What follows belongs to an exercise in optimizing a design on an open flow for small area; a production flow would make more cautious choices.
In this exercise RTL edits were held to simulation tests only and were not proved equivalent to the original.
The clock port is modelled as an ideal driver, which makes a skipped or thinned clock tree look cheaper than it is; a real chip needs a root buffer or a tree.
Power figures rest on the tool's default switching activity, not on a simulated workload.

## run 1
Design nunchuk_driver_top, start of the top module:
module nunchuk_driver_top(
	input clk,             
	input rst,             
	output scl,
	output sda_o,          
	output sda_oe,         
	input sda_i,           
	output [7:0] stick_x,
	output [7:0] stick_y,
	output [9:0] accel_x,
	output [9:0] accel_y,
	output [9:0] accel_z,
	output z,
	output c,
	output [47:0] segs
);
	localparam [6:0] X = 7'd64;
	reg [1:0] ph;
	reg [3:0] lo;
	reg [6:0] hi;
	reg jumped;
	reg [1:0] step;    
	reg failed;        
	reg [45:0] sh;     
	reg [45:0] dat;    
	wire s3 = (ph == 2'b10);
	wire s2 = (ph == 2'b11);
	wire rd = (step == 2'd3);
	wire ovr = (lo == 4'd15);
	wire ack = lo[3];
	wire [6:0] hp = rd ? 7'd8 : step[1] ? 7'd3 : 7'd4;
	wire at_p = (hi == hp);
	wire is_s = (hi == 7'd0) && ack;
	wire is_p = ovr || (at_p && lo == 4'd0);
	wire is_i = at_p && lo == 4'd1;
	wire is_w = !ovr && ((hi == 7'd1) || (!step[1] && (hi == 7'd2 || hi == 7'd3)) || (step == 2'd2 && hi == 7'd2));
	wire is_n = !ovr && rd && (hi == 7'd7);
	wire is_rd = !ovr && rd && (hi >= 7'd2 && hi <= 7'd7);
	wire jump = s3 && is_w && ack && failed && ((hi == 7'd1) || (!step[1] && hi == 7'd2));
	wire [3:0] wrap = ovr ? 4'd15 : (hi[6:1] == X[6:1] && jumped) ? 4'd11 :
	                  (hi[6:3] == 4'd0) ? 4'd8 : (hi[6] && hi[5]) ? 4'd6 : 4'd7;
	reg [7:0] wbyte;
	always_comb begin
		case ({step, hi[1:0], failed})
			5'b00_01_0, 5'b01_01_0, 5'b10_01_0: wbyte = 8'hA4;
			5'b11_01_0: wbyte = 8'hA5;
			5'b00_10_0, 5'b00_11_1: wbyte = 8'hF0;
			5'b01_10_0, 5'b01_11_1: wbyte = 8'hFB;
			5'b00_11_0: wbyte = 8'h55;
			default: wbyte = 8'h00;
		endcase
	end
	wire wbit = wbyte[~lo[2:0]];
	assign scl = (is_s || is_p || is_w || is_rd) && ph[0];
	assign sda_oe = is_s || is_p || (is_w && !ack) || (is_rd && ack);
	assign sda_o = is_s ? !ph[1] :
	               is_p ? ph[1] :
	               is_w ? wbit :
  ...
Size in the first run: roughly 550 cells after synthesis, ~100 I/O pins, ~4800 µm² of cells after synthesis.
==> flow/config.mk <==
export PLATFORM = sky130hd
export DESIGN_NAME = nunchuk_driver_top
export DESIGN_NICKNAME = nunchuk_driver_top
export VERILOG_FILES = /design/flow/design.v
export SDC_FILE = /design/flow/constraint.sdc
export NUM_CORES = 4
export LEC_CHECK = 0
export ABC_AREA = 1
export CAP_MARGIN = 20
export CORE_MARGIN = 2
export CORE_UTILIZATION = 40
export SLEW_MARGIN = 20
==> flow/constraint.sdc <==
create_clock -name core_clock -period 12.0 [get_ports {clk}]
set_input_delay 2.4000 -clock core_clock [delete_from_list [all_inputs] [get_ports {clk}]]
set_output_delay 2.4000 -clock core_clock [all_outputs]
set_load 0.01 [all_outputs]
standard.sh (not shown) runs the stock make flow with config.mk's settings and CLKGATE_MAP_FILE= SYNTH_SCRIPT=/design/flow/synth_recipe.tcl, a recipe that flattens the netlist after the stock synthesis.
==> flow/flow/run.sh <==
#!/bin/bash
# Own layout flow: the standard synthesis, then an area-only re-mapping of the
# combinational logic between the (untouched) registers, then the standard
# ORFS layout with minimum-size port buffers and a one-level clock tree.
# Each tool's output goes to a log file of its own in the work folder.
set -euo pipefail
W=$(pwd)
R=$W/orfs/results/${FLOW_PLATFORM:-sky130hd}/nunchuk_driver_top/base
export LIB=$FLOW_HOME/platforms/sky130hd/lib/sky130_fd_sc_hd__tt_025C_1v80.lib

# 1. standard synthesis (unchanged)
bash standard.sh synth > $W/run_synth.log 2>&1

# 2. re-map the combinational logic for area, registers kept as they are
cp $R/1_2_yosys.v $W/std_synth.v
export REMAP_IN=$W/std_synth.v REMAP_OUT=$W/remap.v REMAP_ABC=$W/flow/remap.abc
yosys -c $W/flow/remap.tcl > $W/run_remap.log 2>&1
# 2b. flip-flop inputs of the form "reset over a 2:1 mux" as one a22o cell
python3 $W/flow/fixmux.py $W/remap.v $W/remap_mux.v > $W/run_fixmux.log 2>&1
cp $W/remap_mux.v $R/1_2_yosys.v
rm -f $R/1_synth.odb $R/1_synth.sdc

# 3. the rest of the standard layout; one tie cell per constant value
export SKIP_REPAIR_TIE_FANOUT=1
export BUFFER_PORTS_ARGS="-buffer_cell sky130_fd_sc_hd__buf_1"
bash standard.sh place > $W/run_place.log 2>&1

# 4. clock tree: the clock port drives four clkbuf_16, each at the centre of
# a quarter of the flip-flops (2 x 2 grid) and driving that quarter
export MYCTS_RESULTS=$R MYCTS_LIB=$LIB MYCTS_PLATFORM_DIR=$FLOW_HOME/platforms/sky130hd
export MYCTS_TREE=$W/flow/cts_tree.tcl MYCTS_GX=2 MYCTS_GY=2 MYCTS_BUF=sky130_fd_sc_hd__clkbuf_16
openroad -no_init -exit $W/flow/cts.tcl > $W/run_cts.log 2>&1

# 5. routing and the rest of the standard layout
bash standard.sh > $W/run_layout.log 2>&1
==> flow/flow/fixmux.py <==
#!/usr/bin/env python3
"""Rewrite "nor2(rst, o22ai(a, ~l, b, l))" (a flip-flop input that is a
synchronous reset over a 2:1 mux) as "a22o(a, l & ~rst, b, ~l & ~rst)",
sharing the two select terms between all such muxes with the same select.
usage: fixmux.py in.v out.v"""
import re, sys, collections

src = open(sys.argv[1]).read()
cell_re = re.compile(r'^(\s*)(sky130_fd_sc_hd__\w+)\s+(\S+)\s*\((.*?)\);\n', re.S | re.M)
cells = []
for m in cell_re.finditer(src):
    pins = dict((k, v.strip()) for k, v in re.findall(r'\.(\w+)\(([^()]*)\)', m.group(4)))
    cells.append(dict(m=m, type=m.group(2), name=m.group(3), pins=pins))
OUT = ('Y', 'X', 'Q', 'Q_N', 'HI', 'LO', 'SUM', 'COUT')
drv, fan = {}, collections.Counter()
for c in cells:
    for p, n in c['pins'].items():
        if p in OUT:
            drv[n] = c
        else:
            fan[n] += 1
for port in re.findall(r'^\s*output\s+(?:\[[^\]]*\]\s*)?(.*?);', src, re.M):
    pass  # outputs are never the internal nets matched below
RST = 'rst'
repl, sel_terms, new_cells = {}, {}, []
uid = [0]
def q(n):
    return n + ' ' if n.startswith('\\') else n
def newnet():
    uid[0] += 1
    return f'fixmux_n{uid[0]}'
def inv_of(n):
    c = drv.get(n)
    if c and c['type'] in ('sky130_fd_sc_hd__clkinv_1', 'sky130_fd_sc_hd__inv_1'):
        return c['pins']['A']
    return None
for c in cells:
    if c['type'] != 'sky130_fd_sc_hd__nor2_1':
        continue
    a, b = c['pins']['A'], c['pins']['B']
    x = b if a == RST else a if b == RST else None
    if x is None or fan[x] != 1 or x not in drv:
        continue
    o = drv[x]
    if o['type'] != 'sky130_fd_sc_hd__o22ai_1':
        continue
    p = o['pins']
    l = None
    if inv_of(p['A2']) == p['B2']:
        l, da, db = p['B2'], p['A1'], p['B1']
    elif inv_of(p['B2']) == p['A2']:
        l, da, db = p['A2'], p['B1'], p['A1']
    if l is None:
        continue
    if l not in sel_terms:
        t, k = newnet(), newnet()
        nl = p['A2'] if l == p['B2'] else p['B2']
        new_cells.append(f" sky130_fd_sc_hd__nor2_1 fixmux_t{len(sel_terms)} (.A({q(nl)}), .B({RST}), .Y({t}));\n")
        new_cells.append(f" sky130_fd_sc_hd__nor2_1 fixmux_k{len(sel_terms)} (.A({q(l)}), .B({RST}), .Y({k}));\n")
        sel_terms[l] = (t, k)
    t, k = sel_terms[l]
    y = c['pins']['Y']
    repl[c['name']] = f" sky130_fd_sc_hd__a22o_1 {q(c['name'])} (.A1({q(da)}), .A2({t}), .B1({q(db)}), .B2({k}), .X({q(y)}));\n"
    repl[o['name']] = ''
out, pos = [], 0
for c in cells:
    m = c['m']
    if c['name'] in repl:
        out.append(src[pos:m.start()])
        out.append(repl[c['name']])
        pos = m.end()
out.append(src[pos:])
res = ''.join(out)
wires = ''.join(f"  wire {n};\n" for t, k in sel_terms.values() for n in (t, k))
i = res.index('\n', res.index('module ')) + 1
# declarations must come before use: put wires after the port list
j = res.index(');', res.index('module ')) + 3
res = res[:j] + wires + res[j:]
k = res.rindex('endmodule')
res = res[:k] + ''.join(new_cells) + res[k:]
open(sys.argv[2], 'w').write(res)
print(f"fixmux: {len(repl) // 2} muxes rewritten, {len(sel_terms)} select(s)")
==> flow/flow/remap.abc <==
strash
dch -f
amap -F 4 -A 8
topo
strash
dch -f
amap -F 4 -A 8
topo
strash
dch -f
amap -F 4 -A 8
topo
strash
dch -f
amap -F 4 -A 8
topo
==> flow/flow/remap.tcl <==
# Re-map the combinational cells of the standard synthesis for area.
# Registers (flip-flop cells) are kept as they are (not flattened), so their names and
# cell types stay those of the standard synthesis.
yosys read_liberty -ignore_miss_func $::env(LIB)
yosys read_verilog $::env(REMAP_IN)
yosys hierarchy -top nunchuk_driver_top
yosys setattr -mod -set keep_hierarchy 1 sky130_fd_sc_hd__*df*
yosys flatten
yosys opt_clean -purge nunchuk_driver_top
set f [open $::env(LIB) r]
set text [read $f]
close $f
set dont_use {}
foreach {m name} [regexp -all -inline {cell\s*\(\s*"?([A-Za-z0-9_]+)"?\s*\)} $text] {
  if {[string match *probe* $name] || [string match *lpflow* $name]} {
    lappend dont_use -dont_use $name
  }
}
yosys abc -script $::env(REMAP_ABC) -liberty $::env(LIB) {*}$dont_use nunchuk_driver_top
yosys opt_clean -purge nunchuk_driver_top
# cell modules back to plain library cells
yosys delete sky130_fd_sc_hd__*
yosys read_liberty -lib -ignore_miss_func $::env(LIB)
yosys hilomap -singleton -hicell sky130_fd_sc_hd__conb_1 HI -locell sky130_fd_sc_hd__conb_1 LO nunchuk_driver_top
yosys insbuf -buf sky130_fd_sc_hd__buf_1 A X nunchuk_driver_top
yosys splitnets nunchuk_driver_top
yosys opt_clean -purge nunchuk_driver_top
yosys stat -liberty $::env(LIB)
yosys check -assert nunchuk_driver_top
yosys select -module nunchuk_driver_top
yosys write_verilog -selected -noattr -nohex -nodec $::env(REMAP_OUT)
Other scripts of this flow, unchanged in this note and not shown: flow/flow/cts.tcl, flow/flow/cts_tree.tcl
The inputs of run 2 differ from those of run 1 as listed below.
-- flow/flow/run.sh --
<<< run 1, line 16
>>> run 2, line 16
# (remap.abc ends with don't-care based resynthesis, mfs3; should ABC fail
# on it, the plain mapping script remap_safe.abc is used instead)
<<< run 1, line 17
yosys -c $W/flow/remap.tcl > $W/run_remap.log 2>&1
>>> run 2, line 19
if ! yosys -c $W/flow/remap.tcl > $W/run_remap.log 2>&1; then
  export REMAP_ABC=$W/flow/remap_safe.abc
  yosys -c $W/flow/remap.tcl > $W/run_remap_safe.log 2>&1
fi
-- flow/flow/remap.abc --
<<< run 1, line 17
>>> run 2, line 17
mfs3 -aez -K 8 -H 6
topo
mfs3 -aez -K 8 -H 6
topo
mfs3 -aez -K 8 -H 6
topo
mfs3 -aez -K 8 -H 6
topo
mfs3 -aez -K 8 -H 6
topo
mfs3 -aez -K 8 -H 6
topo
==> flow/flow/remap_safe.abc (new file) <==
strash
dch -f
amap -F 4 -A 8
topo
strash
dch -f
amap -F 4 -A 8
topo
strash
dch -f
amap -F 4 -A 8
topo
strash
dch -f
amap -F 4 -A 8
topo
Notes after the runs:
Global-route usage: run 2 < run 1. Relative to run 1, combinational power has increased by about 4% in run 2. Final non-filler cell area ends up higher on run 1. For the area of the die, run 2 came in 260 µm² lower than run 1 did. Delta(die boundary width, run 2 - run 1) < 0. Share of the final layout cell area in multi-input gates was higher in run 2 than in run 1. In the metrics for run 1 and run 2, the one carrying the higher synthesized cell count is run 1.
> inputs changed (run 2 -> run 3)
-- flow/flow/run.sh --
<<< run 2, line 23
# 2b. flip-flop inputs of the form "reset over a 2:1 mux" as one a22o cell
python3 $W/flow/fixmux.py $W/remap.v $W/remap_mux.v > $W/run_fixmux.log 2>&1
>>> run 3, line 23
# 2b. flip-flop inputs of the form "reset over a 2:1 mux" as one a22o cell,
# with a pair of select terms per 12 such inputs
FIXMUX_CHUNK=12 python3 $W/flow/fixmux.py $W/remap.v $W/remap_mux.v > $W/run_fixmux.log 2>&1
-- flow/flow/fixmux.py --
<<< run 2, line 2
"""Rewrite "nor2(rst, o22ai(a, ~l, b, l))" (a flip-flop input that is a
>>> run 3, line 2
"""Rewrite "nor2(rst, o22ai(a, ~l, b, l))" and "a21oi(~b, ~l, o21ai(a, ~l, ~rst))"
(each a flip-flop input that is a
<<< run 2, line 25
>>> run 3, line 26
import os
CHUNK = int(os.environ.get('FIXMUX_CHUNK', '1000'))
<<< run 2, line 26
>>> run 3, line 29
uses = collections.Counter()
def key_of(l):
    # a fresh pair of select terms every CHUNK muxes, to keep their fanout low
    n = uses[l]
    uses[l] += 1
    return (l, n // CHUNK)
<<< run 2, line 55
    if l not in sel_terms:
>>> run 3, line 64
    kk = key_of(l)
    if kk not in sel_terms:
<<< run 2, line 60
        sel_terms[l] = (t, k)
    t, k = sel_terms[l]
>>> run 3, line 70
        sel_terms[kk] = (t, k)
    t, k = sel_terms[kk]
<<< run 2, line 63
    repl[c['name']] = f" sky130_fd_sc_hd__a22o_1 {q(c['name'])} (.A1({q(da)}), .A2({t}), .B1({q(db)}), .B2({k}), .X({q(y)}));\n"
>>> run 3, line 73
    repl[c['name']] = f" sky130_fd_sc_hd__a22o_1 fixmux_m{len(repl)} (.A1({q(da)}), .A2({t}), .B1({q(db)}), .B2({k}), .X({q(y)}));\n"
    repl[o['name']] = ''
# pattern 2: a21oi(~d, s, o21ai(a, s, ~rst)) = ~rst & (s ? d : a)
for c in cells:
    if c['type'] != 'sky130_fd_sc_hd__a21oi_1' or c['name'] in repl:
        continue
    x = c['pins']['B1']
    if fan[x] != 1 or x not in drv:
        continue
    o = drv[x]
    if o['type'] != 'sky130_fd_sc_hd__o21ai_0' or o['name'] in repl:
        continue
    if inv_of(o['pins']['B1']) != RST:
        continue
    a1, a2 = c['pins']['A1'], c['pins']['A2']
    found = None
    for sel, nd in ((a2, a1), (a1, a2)):
        d = inv_of(nd)
        if d is None:
            continue
        if o['pins']['A2'] == sel:
            found = (sel, d, o['pins']['A1'])
        elif o['pins']['A1'] == sel:
            found = (sel, d, o['pins']['A2'])
        if found:
            break
    if not found:
        continue
    sel, d, a = found
    l = inv_of(sel)          # l = ~sel: l = 1 takes a, l = 0 keeps d
    if l is None:
        continue
    kk = key_of(l)
    if kk not in sel_terms:
        t, k = newnet(), newnet()
        new_cells.append(f" sky130_fd_sc_hd__nor2_1 fixmux_t{len(sel_terms)} (.A({q(sel)}), .B({RST}), .Y({t}));\n")
        new_cells.append(f" sky130_fd_sc_hd__nor2_1 fixmux_k{len(sel_terms)} (.A({q(l)}), .B({RST}), .Y({k}));\n")
        sel_terms[kk] = (t, k)
    t, k = sel_terms[kk]
    y = c['pins']['Y']
    repl[c['name']] = f" sky130_fd_sc_hd__a22o_1 fixmux_m{len(repl)} (.A1({q(a)}), .A2({t}), .B1({q(d)}), .B2({k}), .X({q(y)}));\n"
Findings:
- On maximum clock rate, run 2 and run 3 are neck and neck.
- Run 2 and run 3 ended up with roughly the same utilization.
- dat[44] as the start point of the critical path was reported by run 2, and dat[43] by run 3.
- Final cell count of run 3 falls short of that of run 2 slightly.
In every run of this note, the design's own scripts or RTL, not TritonCTS, make the clock network.

==> port drivers added, routing unchanged <==
The results above use ideal ports. As a check the final layouts listed here were re-extracted and re-timed, cells and wires unchanged. Step 1 (the two cells are an assumption about what drives the block):
set clk [get_ports {clk}]
set_driving_cell -lib_cell sky130_fd_sc_hd__clkbuf_16 $clk
set_driving_cell -lib_cell sky130_fd_sc_hd__buf_2 [delete_from_list [all_inputs] $clk]
Step 2 also shifts input and output timing later by t, the mid clock arrival at the registers, as if the neighbouring blocks saw the same clock. Three values: ideal, step 1, step 2; two values: the first two.
run | t (ns) | setup WS [ns] | clock arrival spread, ns
run 1 | 0.245 | 4.785 / 4.703 / 4.948 | 0.013 / 0.013
run 2 | 0.242 | 4.383 / 4.302 / 4.544 | 0.011 / 0.010
run 3 | 0.232 | 4.388 / 4.315 / 4.547 | 0.010 / 0.010
After both steps setup and hold are still met in every run listed.
